This is an optimization exercise on Yosys and OpenROAD, whose aim is a short achievable clock period and few clock cycles, not a production implementation.
In this exercise RTL edits were held to simulation tests only and were not proved equivalent to the original.
Power and IR drop assume default switching activity.

==> inputs of sierra <==
## Microprocesador
module Microprocesador(
    input CLK,
    input Reset,
    output [31:0] imem_addr,
    input  [31:0] imem_rdata,
    output [31:0] dmem_addr,
    output [31:0] dmem_wdata,
    output [3:0]  dmem_wstrb,
    input  [31:0] dmem_rdata
    );
clock: 11.0 ns
lec_check: 0
abc_clock_period_in_ps: 3000
cap_margin: 20
core_margin: 2
core_utilization: 40
place_density: 0.6
setup_slack_margin: 5
slew_margin: 20
synth_hierarchical: 1
tns_end_percent: 100
standard.sh (not shown) runs the stock make flow with config.mk's settings and CLKGATE_MAP_FILE= SYNTH_SCRIPT=/design/flow/synth_recipe.tcl, a recipe that flattens the netlist after the stock synthesis.
==> flow/flow/run.sh <==
#!/bin/bash
set -euo pipefail
bash standard.sh SETUP_SLACK_MARGIN=7.7 TNS_END_PERCENT=100 ABC_CLOCK_PERIOD_IN_PS=3000 finish > standard_flow.log 2>&1
==> ember: changes against sierra <==
--- a/flow/design.v
+++ b/flow/design.v
@@ -485,16 +485,15 @@
     output [31:0] dmem_addr,
     output [31:0] dmem_wdata,
     output [3:0]  dmem_wstrb,
     input  [31:0] dmem_rdata
     );
     reg [11:2] fpc;      
     reg [31:0] pcb;      
-    reg [31:0] ra, rb;   
-    reg        rclr;     
+    reg [31:0] rpc;      
     reg        r_redir;  
     reg        r_kill;   
     reg        d_v, d_pt;
     reg [31:0] d_ir, d_pc;
     reg        e_v;
     reg [31:0] e_a, e_b, e_sd, e_alt;
     reg [5:0]  e_k;      
@@ -552,32 +551,32 @@
     rv_add32 u_tB (.a(d_pc), .b(immB), .s(d_tB));
     rv_add32 u_tJ (.a(d_pc), .b(immJ), .s(d_tJ));
     rv_add32 u_tU (.a(d_pc), .b(immU), .s(d_tU));
     rv_inc32 u_d4 (.a(d_pc), .s(d_pc4));
     rv_inc32 u_p4 (.a(pcb),  .s(pcb4));
     wire [31:0] d_tP   = ({32{op_jal}} & d_tJ) | ({32{~op_jal}} & d_tB);
     wire        d_bbk  = op_br && d_ir[31];
+    wire        d_sp   = op_jal || d_bbk;                
     wire        pf_t   = !r_redir && d_v && d_pt;
-    wire [31:0] rsum;
-    rv_add32 u_rs (.a(ra), .b(rb), .s(rsum));
-    wire [31:0] rpc    = {rsum[31:1], rsum[0] & ~rclr};
     wire [31:0] pc_f   = ({32{r_redir}} & rpc) | ({32{pf_t}} & d_tP) | ({32{!r_redir && !pf_t}} & pcb4);
     wire fe1 = e_wr && rs1 == e_rd;
     wire fe2 = e_wr && rs2 == e_rd;
     wire hz_e = e_ld && ((use1 && fe1) || (use2 && fe2));
     wire hz_2 = use1 && fe1 && useb && fe2;
     wire stall = d_v && (hz_e || hz_2);
     wire        jb_e   = fe1 && e_s_pass;
     wire        jb_m   = !fe1 && m_wr && !m_ld && rs1 == m_rd;
     wire        jalr_id = op_jalr && (jb_e || jb_m);
     wire [31:0] jt_e, jt_m;
     rv_add32 u_je (.a(e_alt), .b(immI), .s(jt_e));
     rv_add32 u_jm (.a(m_res), .b(immI), .s(jt_m));
     wire [31:0] jt_id  = ({32{jb_e}} & jt_e) | ({32{~jb_e}} & jt_m);
-    wire id_redir = d_v && !stall && jalr_id;
+    wire id_redir = d_v && !stall && (jalr_id || (!op_jalr && d_sp != d_pt));
+    wire [31:0] id_tgt = ({32{op_jalr}} & {jt_id[31:1], 1'b0}) | ({32{!op_jalr && d_sp}} & d_tP) |
+                         ({32{!op_jalr && !d_sp}} & d_pc4);
     wire [31:0] rf1 = (rs1 == 5'd0) ? 32'd0 : rf[rs1];
     wire [31:0] rf2 = (rs2 == 5'd0) ? 32'd0 : rf[rs2];
     wire [31:0] m_val = m_ld ? ld_val : m_res;
     wire [31:0] r1 = (m_wr && rs1 == m_rd) ? m_val : (w_wr && rs1 == w_rd) ? w_res : rf1;
     wire [31:0] r2 = (m_wr && rs2 == m_rd) ? m_val : (w_wr && rs2 == w_rd) ? w_res : rf2;
     wire [31:0] bsel = useb ? r2 : op_st ? immS : immI;
     wire e_ok = ~r_kill;
@@ -616,41 +615,31 @@
     wire redir   = e_ok & ((e_br & (taken ^ e_c_inv)) | e_jalr);
     wire [31:0] redir_pc = e_jalr ? {jt[31:1], 1'b0} : e_alt;
     wire [3:0] strb = (e_f3[1:0] == 2'b00) ? (4'b0001 << jt[1:0]) :
                       (e_f3[1:0] == 2'b01) ? (jt[1] ? 4'b1100 : 4'b0011) : 4'b1111;
     always @(posedge CLK) begin
         if (Reset) begin
             fpc  <= 10'd0;
-            ra   <= 32'd0;
-            rb   <= 32'd0;
-            rclr <= 1'b0;
+            rpc  <= 32'd0;
             r_redir <= 1'b1;
             r_kill  <= 1'b0;
             d_pt <= 1'b0;
             d_v  <= 1'b0;
             e_v  <= 1'b0;
             e_wr <= 1'b0; e_ld <= 1'b0; e_st <= 1'b0; e_br <= 1'b0; e_jalr <= 1'b0;
             m_wr <= 1'b0; m_ld <= 1'b0; m_wstrb <= 4'b0000;
             w_wr <= 1'b0;
         end else begin
             if (redir)
                 fpc <= redir_pc[11:2];
             else if (id_redir)
-                fpc <= jt_id[11:2];
+                fpc <= id_tgt[11:2];
             else if (!stall)
                 fpc <= f_next;
-            if (redir) begin
-                ra   <= e_jalr ? A : e_alt;
-                rb   <= e_jalr ? e_b : 32'd0;
-                rclr <= e_jalr;
-            end else begin
-                ra   <= jb_e ? e_alt : m_res;
-                rb   <= immI;
-                rclr <= 1'b1;
-            end
+            rpc     <= redir ? redir_pc : id_tgt;
             r_redir <= redir || id_redir;
             r_kill  <= redir;
             if (!stall)
                 d_pt <= f_pt;
             if (redir || id_redir)
                 d_v <= 1'b0;
             else if (!stall)
--- a/flow/config.mk
+++ b/flow/config.mk
@@ -8,9 +8,8 @@
 export ABC_CLOCK_PERIOD_IN_PS = 3000
 export CAP_MARGIN = 20
 export CORE_MARGIN = 2
 export CORE_UTILIZATION = 40
 export PLACE_DENSITY = 0.6
 export SETUP_SLACK_MARGIN = 5
 export SLEW_MARGIN = 20
-export SYNTH_HIERARCHICAL = 1
 export TNS_END_PERCENT = 100
==> qor summary <==
quantity	ember	sierra
Met2 Wirelength	196000 um	201000 um
Multi-input gate share of total cell area	49.4%	50.8%
Worst slack at placement	5.49 ns	5.92 ns
Data arrival time of the critical path	4.83 ns	4.66 ns
Area occupied by registers	0.0404 mm2	0.0412 mm2
Status	no timing/DRC/antenna violations	no timing/DRC/antenna violations
Final period util	37.1%	35.0%
Final core area utilization	49.3%	48.2%
Final routed wire length divided by cell count	34.5 um	34.3 um
GR met1 Demand/Resource	42.2%	41.8%
Number of tap cells inserted	3167	3366
Met3 Track Usage GR	6.25%	7.56%
Effective utilization at floorplan	40.3%	40.2%
F_max	245 MHz	260 MHz
Routed metal-1 wirelength	157000 um	162000 um
P per Cell Area	143 mW/mm2	144 mW/mm2
Multi-input combinational gate total	6177	6659
Syn Std Cell Area	0.0959 mm2	0.102 mm2
Vias per Instance	6.42	6.48
Total number of vias	78400	84000
R2R Path End	rpc[31]	ra[14]
DPL Wire Length	277000 um	286000 um
Total Power	16.8 mW	17.6 mW
Met2 Use GR	54.2%	52.2%
Testbench counts of sierra, summed over its fixed seeds: cycles 33,928.
Testbench counts of ember, summed over its fixed seeds: cycles 33,928.

-- re-timing with driven ports --
Ports are ideal in the flow. The routed layouts listed here were re-timed in OpenROAD.
Step 1, drivers: a clkbuf_16 drives CLK and a buf_2 each remaining input, both assumed.
Step 2 also shifts input and output timing later by t, the mid clock arrival at the registers, as if the neighbouring blocks saw the same clock.
Slacks: ideal ports / drivers / drivers and shift; pairs: ideal ports / drivers.
run | t, ns | setup slack, ns | worst data-port slew with drivers (ns) | cell pins on the clock port's net
sierra | 0.931 | 7.150 / 7.150 / 6.408 | 0.20 | 1
ember | 0.912 | 6.920 / 6.920 / 6.203 | 0.09 | 1
After both steps setup and hold are still met in every run listed. For sierra, which loses most, drivers alone change the setup slack by 0.000 ns; drivers and shift together by -0.742 ns.
